Background: an optimization exercise with open tools, aiming at small area, a short achievable clock period and few clock cycles. Do not read the settings as production practice. No functional check of the RTL was part of any run shown here.

## flow/design.v (module list and top-level ports; edited modules follow where they fit)
// module MandelbrotGen: 1303 lines
// module mfa: 4 lines
// module mha: 4 lines
module MandelbrotGen(
		input Clk_100M,           
		input  [4:0]BTNS,         
		input  SW0,               
		input  SW15,              
		output reg [18:0] addrA,  
		output reg [11:0] dinA,   
		output reg wea            
    );
  // ...
==> flow/run.sh <==
#!/bin/bash
# synth_recipe.tcl (not shown) runs the flow's synth.tcl, then flattens the netlist and writes it again
# the make line also repeats each setting of config.mk as NAME=value (left out here)
make -C /OpenROAD-flow-scripts/flow DESIGN_CONFIG=/design/flow/config.mk WORK_HOME=/design/flow/orfs CLKGATE_MAP_FILE= SYNTH_SCRIPT=/design/flow/synth_recipe.tcl finish
==> flow/config.mk <==
export PLATFORM = sky130hd
export DESIGN_NAME = MandelbrotGen
export DESIGN_NICKNAME = MandelbrotGen
export VERILOG_FILES = /design/flow/design.v
export SDC_FILE = /design/flow/constraint.sdc
export NUM_CORES = 8
export LEC_CHECK = 0
export CAP_MARGIN = 70
export CORE_MARGIN = 2
export CORE_UTILIZATION = 40
export SETUP_SLACK_MARGIN = 5
export SLEW_MARGIN = 70
export SYNTH_HIERARCHICAL = 1
export SYNTH_MINIMUM_KEEP_SIZE = 0
==> flow/constraint.sdc <==
create_clock -name core_clock -period 11.0 [get_ports {Clk_100M}]
set_input_delay 2.2000 -clock core_clock [delete_from_list [all_inputs] [get_ports {Clk_100M}]]
set_output_delay 2.2000 -clock core_clock [all_outputs]
set_load 0.01 [all_outputs]
==> impl_metrics.yaml, run 1 <==
final_layout:
  n_all_buffers: 103
  design.seq.count: 430
  n_clock_buffer: 70
  multi_input_cells: 2501
  fill_cells: 7893
  layout_common_cells: "437 x fa_1, 303 x dfxtp_1, 282 x and2_1"
yosys:
  synthCells: 3225
  yosys.cell_count.top_type: "fa_1"
global_route:
  grt_antenna_before_repair: 0
sta:
  fin_skew_ns: 0.0525
  setup_viol: 0
  timing.hold.ws_ns: 0.319
worst_setup_path:
  cp_max_fo: 3
  rr_worst_depth: 21
  critPathCaptureType: "flip-flop"
route:
  antenna_left: 0
  dr_total_vias: 23500
  drc: 0
clocking:
  clock_latency_ns: 0.63
  htreeDepth: 2
placement:
  placed_area_um2: 35700
outcome:
  status: "no timing/DRC/antenna violations"
floorplan:
  std_cell_rows: 106
  taps: 1134
  core_um2: 83700
min_path:
  whs_path_depth: 0
==> run 2: changes to the inputs <==
--- a/flow/design.v
+++ b/flow/design.v
@@ -23,36 +23,42 @@
 	pan_sub <= BTNS[0] | (~BTNS[1] & BTNS[3]);
 	zoom    <= BTNS[2];
 	sw0_q   <= SW0;
 end
 reg [17:0] shift, re0, im0;    
 reg [17:0] crn, cin;           
 reg [9:0] xn;                  
 reg [8:0] yn;                  
-reg ipar;                      
 reg row_end;                   
-reg hpar;                      
+reg [1:0] ipar;                
+reg [1:0] hpar;                
 reg [17:0] zr1, zi1, cr1, ci1;
-reg [7:0] n1;
-reg v1, d1, t1;
+reg [7:0] n1;                  
+reg v1, d1;                    
+reg [1:0] t1;                  
 reg [8:0] bone1, btwo1;          
 reg [17:0] xh0_q;
 reg [17:0] xh1_q;
 reg [0:0] xc_q;
 reg [17:0] yh0_q;
 reg [17:0] yh1_q;
 reg [0:0] yc_q;
 reg [17:0] zh0_q;
 reg [17:0] zh1_q;
 reg [12:0] zl0_q;
 reg [12:0] zl1_q;
 reg [17:0] cr2, ci2;
 reg [7:0] n2;
-reg v2, d2, t2;
+reg v2, d2;
+reg [1:0] t2;
+reg [17:0] zr3, zi3, cr3, ci3;
+reg [7:0] n3;
+reg v3, d3, e3;                
+reg [1:0] t3;
 wire p0, p1;
 mha u_p0 ((zr1[0] & zr1[4]), (zr1[1] & zr1[3]), p0, p1);
 wire p2, p3;
 mfa u_p2 ((zr1[0] & zr1[5]), (zr1[1] & zr1[4]), (zr1[3] & ~zr1[2]), p2, p3);
 wire p4, p5;
 mfa u_p4 ((zr1[0] & zr1[6]), (zr1[1] & zr1[5]), (zr1[2] & zr1[4]), p4, p5);
 wire p6, p7;
 mha u_p6 ((zr1[2] & zr1[3]), p3, p6, p7);
@@ -1199,23 +1205,23 @@
 wire q214, q215;
 mfa u_q214 (zh0_q[17], zh1_q[17], ci2[17], q214, q215);
 wire [18:0] s_sum_t = {{q70, q68, q66, q64, q62, q60, q58, q56, q54, q52, q50, q48, q46, q44, q42, q40, q38, q36}, yc_q[0]} + {{q69, q67, q65, q63, q61, q59, q57, q55, q53, q51, q49, q47, q45, q43, q41, q39, q37, xc_q[0]}, yc_q[0]};
 wire [17:0] s_sum = s_sum_t[18:1];
 wire [18:0] nzr_t = {{q178, q176, q174, q172, q170, q168, q166, q164, q162, q160, q158, q156, q154, q152, q150, q148, q146, q144}, 1'b0} + {{q177, q175, q173, q171, q169, q167, q165, q163, q161, q159, q157, q155, q153, q151, q149, q147, q145, ~yc_q[0]}, 1'b0};
 wire [17:0] nzr = nzr_t[18:1];
 wire [18:0] nzi_t = {{q214, q212, q210, q208, q206, q204, q202, q200, q198, q196, q194, q192, q190, q188, q186, q184, q182, q180}, 1'b0} + {{q213, q211, q209, q207, q205, q203, q201, q199, q197, q195, q193, q191, q189, q187, q185, q183, q181, z_lo[13]}, 1'b0};
 wire [17:0] nzi = nzi_t[18:1];
-wire esc_s  = ~s_sum[17] & s_sum[16] & (|s_sum[15:0]);
-wire stop   = d2 | esc_s | (n2 == 8'd150);
-wire retire = v2 & d2 & (t2 == hpar) & ~restart;
-wire take   = (~v2 | retire) & ~restart;
-wire [17:0] add_a = restart ? (pan_im ? im0 : re0) : (row_end ? cin : crn);
-wire [17:0] add_b = restart ? {shift[12:0], 5'b0} : shift;
-wire add_sub = restart ? pan_sub : row_end;
+wire esc_s = ~s_sum[17] & s_sum[16] & (|s_sum[15:0]);
+wire retire = v3 & d3 & (t3 == hpar) & ~restart;
+wire take   = (~v3 | retire) & ~restart;
+wire pan = pan_im | pan_re;
+wire [17:0] add_a = pan_im ? im0 : pan_re ? re0 : row_end ? cin : crn;
+wire [17:0] add_b = pan ? {shift[12:0], 5'b0} : shift;
+wire add_sub = pan ? pan_sub : row_end;
 wire [17:0] add_r = add_a + (add_b ^ {18{add_sub}}) + {17'b0, add_sub};
 wire [17:0] pre0 = pan_re ? add_r : re0;
 wire [17:0] pim0 = pan_im ? add_r : im0;
 reg [17:0] nshift, nre0, nim0;
 always @* begin
 	nshift = shift; nre0 = pre0; nim0 = pim0;
 	if (zoom) begin
 		if (!sw0_q) begin
@@ -1229,18 +1235,18 @@
 		end
 	end
 	if (rst_q) begin
 		nshift = 18'd64;
 		nre0   = 18'h3B000;    
 		nim0   = 18'h03C00;    
 	end
 end
-wire [17:0] zr_nx = take ? crn : nzr;
-wire [17:0] zi_nx = take ? cin : nzi;
+wire [17:0] zr_nx = take ? crn : zr3;
+wire [17:0] zi_nx = take ? cin : zi3;
 wire [18:0] zi_nx_e = {zi_nx, 1'b0};
 wire [8:0] bone_nx, btwo_nx;
 genvar gk;
 generate for (gk = 0; gk < 9; gk = gk + 1) begin : g_benc
 	assign bone_nx[gk] = zi_nx_e[2*gk+1] ^ zi_nx_e[2*gk];
 	assign btwo_nx[gk] = (zi_nx_e[2*gk+2] & ~zi_nx_e[2*gk+1] & ~zi_nx_e[2*gk]) | (~zi_nx_e[2*gk+2] & zi_nx_e[2*gk+1] & zi_nx_e[2*gk]);
 end endgenerate
 always @(posedge Clk_100M) begin
@@ -1251,34 +1257,37 @@
 	yh1_q <= yh1_w;
 	yc_q <= yc_w;
 	zh0_q <= zh0_w;
 	zh1_q <= zh1_w;
 	zl0_q <= zl0_w;
 	zl1_q <= zl1_w;
 	cr2 <= cr1; ci2 <= ci1; n2 <= n1; d2 <= d1; t2 <= t1;
 	v2 <= v1 & ~restart;
+	zr3 <= nzr; zi3 <= nzi; cr3 <= cr2; ci3 <= ci2; n3 <= n2; d3 <= d2; t3 <= t2;
+	e3 <= esc_s | (n2 == 8'd149);
+	v3 <= v2 & ~restart;
 	zr1 <= zr_nx;
 	zi1 <= zi_nx;
 	bone1 <= bone_nx; btwo1 <= btwo_nx;
 	if (take) begin
 		cr1 <= crn; ci1 <= cin;
-		n1 <= 8'd1; d1 <= 1'b0; t1 <= ipar;
+		n1 <= 8'd0; d1 <= 1'b0; t1 <= ipar;
 	end else begin
-		cr1 <= cr2; ci1 <= ci2;
-		n1 <= stop ? n2 : n2 + 8'd1;
-		d1 <= stop; t1 <= t2;
+		cr1 <= cr3; ci1 <= ci3;
+		n1 <= d3 ? n3 : n3 + 8'd1;
+		d1 <= d3 | e3; t1 <= t3;
 	end
-	v1 <= ~restart & (v2 | take);
+	v1 <= ~restart & (v3 | take);
 	if (restart) begin
 		shift <= nshift; re0 <= nre0; im0 <= nim0;
-		crn <= nre0; cin <= nim0; xn <= 10'd0; yn <= 9'd0; ipar <= 1'b0;
-		row_end <= 1'b0;
+		crn <= nre0; cin <= nim0; xn <= 10'd0; yn <= 9'd0;
+		row_end <= 1'b0; ipar <= 2'd0;
 	end else if (take) begin
-		ipar <= ~ipar;
+		ipar <= ipar + 2'd1;
 		row_end <= (xn == 10'd638);
 		if (row_end) begin
 			xn  <= 10'd0;
 			crn <= re0;
 			if (yn == 9'd479) begin
 				yn  <= 9'd0;
 				cin <= im0;
 			end else begin
@@ -1288,22 +1297,22 @@
 		end else begin
 			xn  <= xn + 10'd1;
 			crn <= add_r;
 		end
 	end
 	wea <= retire & ~raw_restart;
 	if (restart) begin
 		addrA <= 19'd307199;
-		hpar  <= 1'b0;
+		hpar  <= 2'd0;
 	end else if (retire) begin
 		addrA <= (addrA == 19'd307199) ? 19'd0 : addrA + 19'd1;
-		dinA  <= (n2 == 8'd150) ? 12'h000 : {4'b0100, n2};
-		hpar  <= ~hpar;
+		hpar  <= hpar + 2'd1;
 	end
+	dinA <= (n3 == 8'd150) ? 12'h000 : {4'b0100, n3};
 end
 endmodule
 module mfa(input a, input b, input c, output s, output co);
 	assign s  = a ^ b ^ c;
 	assign co = (a & b) | (a & c) | (b & c);
 endmodule
 module mha(input a, input b, output s, output co);
 	assign s  = a ^ b;
==> flow/flow/run.sh (new file) <==
#!/bin/bash
# Layout flow: the standard synthesis, then the standard ORFS layout steps
# with the resizer's timing repair aiming for a larger setup slack margin, so
# that it shortens the critical paths below the clock period. Each tool's
# output goes to a log here.
set -euo pipefail
MARGIN=7.6
bash standard.sh synth > synth.log 2>&1
sed -e "s/SETUP_SLACK_MARGIN=[0-9.]*/SETUP_SLACK_MARGIN=$MARGIN/" standard.sh > layout.sh
bash layout.sh > layout.log 2>&1
==> flow/standard.sh (new file) <==
#!/bin/bash
# synth_recipe.tcl (not shown) runs the flow's synth.tcl, then flattens the netlist and writes it again
# the make line also repeats each setting of config.mk as NAME=value (left out here)
make -C /OpenROAD-flow-scripts/flow DESIGN_CONFIG=/design/flow/config.mk WORK_HOME=/design/flow/orfs CLKGATE_MAP_FILE= SYNTH_SCRIPT=/design/flow/synth_recipe.tcl "${@:-finish}"
--- a/flow/config.mk
+++ b/flow/config.mk
@@ -7,8 +7,9 @@
 export LEC_CHECK = 0
 export CAP_MARGIN = 70
 export CORE_MARGIN = 2
 export CORE_UTILIZATION = 40
 export SETUP_SLACK_MARGIN = 5
 export SLEW_MARGIN = 70
 export SYNTH_HIERARCHICAL = 1
 export SYNTH_MINIMUM_KEEP_SIZE = 0
+export TNS_END_PERCENT = 0
removed: flow/run.sh
==> run 2 against run 1 <==
Still clean. Count of clock-buffer cells in the layout is 9 higher. First-iteration DRC count shrank 4.4%. Non-clock buffer count grew 2. Die area rose by 5.0%. Critical path depth fell by 5. Maximum frequency increased by 15%. Critical endpoint is now crn[15]. Highest routed layer unchanged.
==> impl_metrics.yaml, run 2 <==
sta:
  setup_viol: 0
  fin_skew_ns: 0.0180
  report.final.slew_viol_count: 0
  rsz0062_at_grt: "yes"
  hold_violations: 0
  max_freq_mhz: 241
  period_share_pct: 37.7
  finalCriticalPeriod_ns: 4.14
  fin_tns_setup_ns: 0
  timing.hold.ws_ns: 0.319
worst_setup_path:
  crit_type: "flip-flop to flip-flop"
  start_kind: "flip-flop"
  r2r_end: "crn[15]"
  crit_path_start: "pan_im"
  worst_ep_required_time_ns: 11.39
  arrival_ns: 4.53
  rr_worst_depth: 16
  r2r_start: "pan_im"
  cp_max_fo: 61
  r2r_slack_ns: 6.86
  cp-endpoint: "crn[15]"
  critPathCaptureType: "flip-flop"
placement:
  gp_congestion: 0.844
  dp.cells: 4404
  numPortBuffers: 36
  dpl.hpwl_um: 60700
yosys:
  synth-seq-cells: 519
  synth_cell_types: 95
  synthCells: 3360
  yosys.cell_count.top_type: "fa_1"
  synth_edf_count: 90
  yosys.area.top_type_share_pct: 24.6
  ys_seq_area_share_pct: 31.7
  ys_top_cells_by_count: "437 x fa_1, 429 x dfxtp_1, 320 x nand2_1"
  async_reset_ff_share_pct: 0
  synthFlopType: "dfxtp_1"
  syn_avg_cell_area_um2: 10.6
  synthesis.area_um2: 35600
  synthTopCellsByArea: "fa_1 25%, dfxtp_1 24%, edfxtp_1 7.6%"
  ys.warnings.count: 7
  synth_top_area_cell: "fa_1"
final_layout:
  fin_cells: 4521
  largest_reg_flops: 19
  layout.nets: 3910
  fill_cells: 8264
  layout_common_cells: "435 x fa_1, 394 x dfxtp_1, 317 x nand2_1"
  regMostFlops: "addrA"
  layout-drive-gt1-share_pct: 8.97
  regArea_um2: 11400
  syn_to_final_growth_pct: 11.5
  diodes: 0
  multi_input_area_um2: 23400
  final_common_cell: "fa_1"
outcome:
  status: "no timing/DRC/antenna violations"
clocking:
  cts-root-buf: "clkbuf_16"
  clockBufferDepth: 3
  cts_tree: "yes"
  cts.sinks: 519
  cts_hold_buf: 0
  clock_latency_ns: 0.64
  clk_pin_slew_ns: 0.07
  htreeDepth: 2
  cts_buffers: 56
global_route:
  grt_overflow_total: 0
  grtUsageTotal_pct: 19.8
  grt_antenna_before_repair: 0
  grt_pass1_vias: 25100
  grt_pass1_wl_um: 142000
  grt_start_max_net_pins: 62
floorplan:
  initial_core_util_pct: 40.3
  core_um2: 88200
  chipWidth_um: 302
  std_cell_rows: 109
  die_y_um: 302
  fp.dieArea_um2: 91400
  ios: 40
route:
  vias_per_cell: 5.29
  drt-initial-drc-count: 1641
  dr_total_vias: 23900
  wl_per_cell_um: 19.5
  drc: 0
  first_pass_iters: 6
  antenna_left: 0
  finalWirelength_um: 88200
min_path:
  min_path_type: "flip-flop to flip-flop"
run:
  timing.max_cap.violations: 0
==> run 2: per-stage QoR <==
step | setup WS (ns) | utilization [%] | cell area [um^2]
2_1_floorplan | 7.10 | - | 35700
3_3_place_gp | 6.13 | 42.0 | 37000
3_5_place_dp | 6.51 | 42.5 | 37500
4_1_cts | 6.80 | 44.8 | 39500
5_1_grt | 6.62 | 45.0 | 39700
6_report | 6.86 | 45.0 | 39700
==> run 2: worst min path at each step <==
stage | to | startpoint | slack, ns | depth (start not counted)
after floorplan | ci2[0] | ci1[0] | 0.31 | 0
after global placement | cr2[14] | cr1[14] | 0.31 | 0
after detailed placement | ci2[12] | ci1[12] | 0.31 | 0
after CTS | cr2[13] | cr1[13] | 0.32 | 0
after global routing | t2[1] | t1[1] | 0.33 | 0
final | cr2[13] | cr1[13] | 0.32 | 0
==> run 2: worst max-delay path: stages (launching register included) <==
cell	delay, ns
dfxtp_2	0.33
buf_12	0.18
nor2_4	0.14
buf_4	0.19
mux2i_1	0.20
buf_4	0.24
xor2_1	0.12
ha_1	0.26
nor3_2	0.21
or2b_1	0.27
o2111ai_2	0.24
a21boi_2	0.13
or3_4	0.35
and2_4	0.17
mux4_2	0.46
a21bo_1	0.21
o21a_1	0.16
==> run 2: layout make-up <==
cell class	instances	share of cell area, %
inverters	85	0.807
flip-flops and latches	519	28.7
clock buffers	79	4.19
repair buffers	105	2.86
multi-input cells	2541	59.0
well taps	1165	3.67
clock inverters	27	0.725
==> run 2: kinds of logic after synthesis <==
family	share of synthesized area [%]
AOI/OAI and AO/OA	10.5
xor gates and xnor gates	7.01
adders and majority gates	30.1
buffers and inverters	3.35
DFF	31.7
muxes	3.14
other	0.0211
and+or+nand+nor	14.2
==> run 2: repair_timing <==
action	in CTS	in global routing
pin swaps	20	5
buffers inserted	6	4
gates cloned	0	0
setup endpoints to repair	140	150
resized for setup	11	8
==> run 2: per-module statistics from Yosys, one instance, submodules excluded <==
module	cell area (um^2)	cells inside
MandelbrotGen	26300	2874
mfa	20.0	1
mha	12.5	1
==> run 2: metal layers <==
layer / wire length (um) / track usage (%) / vias to the layer above
met5: 0 / 0 / -
met4: 3060 / 7.31 / 0
met3: 4450 / 2.75 / 133
met2: 41400 / 31.8 / 637
met1: 39300 / 27.4 / 12000
li1: - / - / 11200

## static timing again, ports no longer ideal
How much do the figures lean on ideal ports? The routed layouts below were timed once more, with nothing changed but the port constraints.
Step 1 assumes that a clkbuf_16 drives the clock port and a buf_2 every other input.
Step 2 times the ports against the registers' clock, not the clock port: input delays grow and output delays shrink by t, the midpoint of the rising clock arrivals with the driver on.
Three values: no drivers, after step 1, after step 2; two values: the first two.
run	t, ns	setup WS [ns]	worst hold slack (ns)	cell pins on the clock port's net
run 1	0.670	6.249 / 6.249 / 6.249	0.319 / 0.319 / 0.319	1
run 2	0.692	6.856 / 6.856 / 6.856	0.319 / 0.319 / 0.319	1
After both steps every run listed still meets setup and hold.
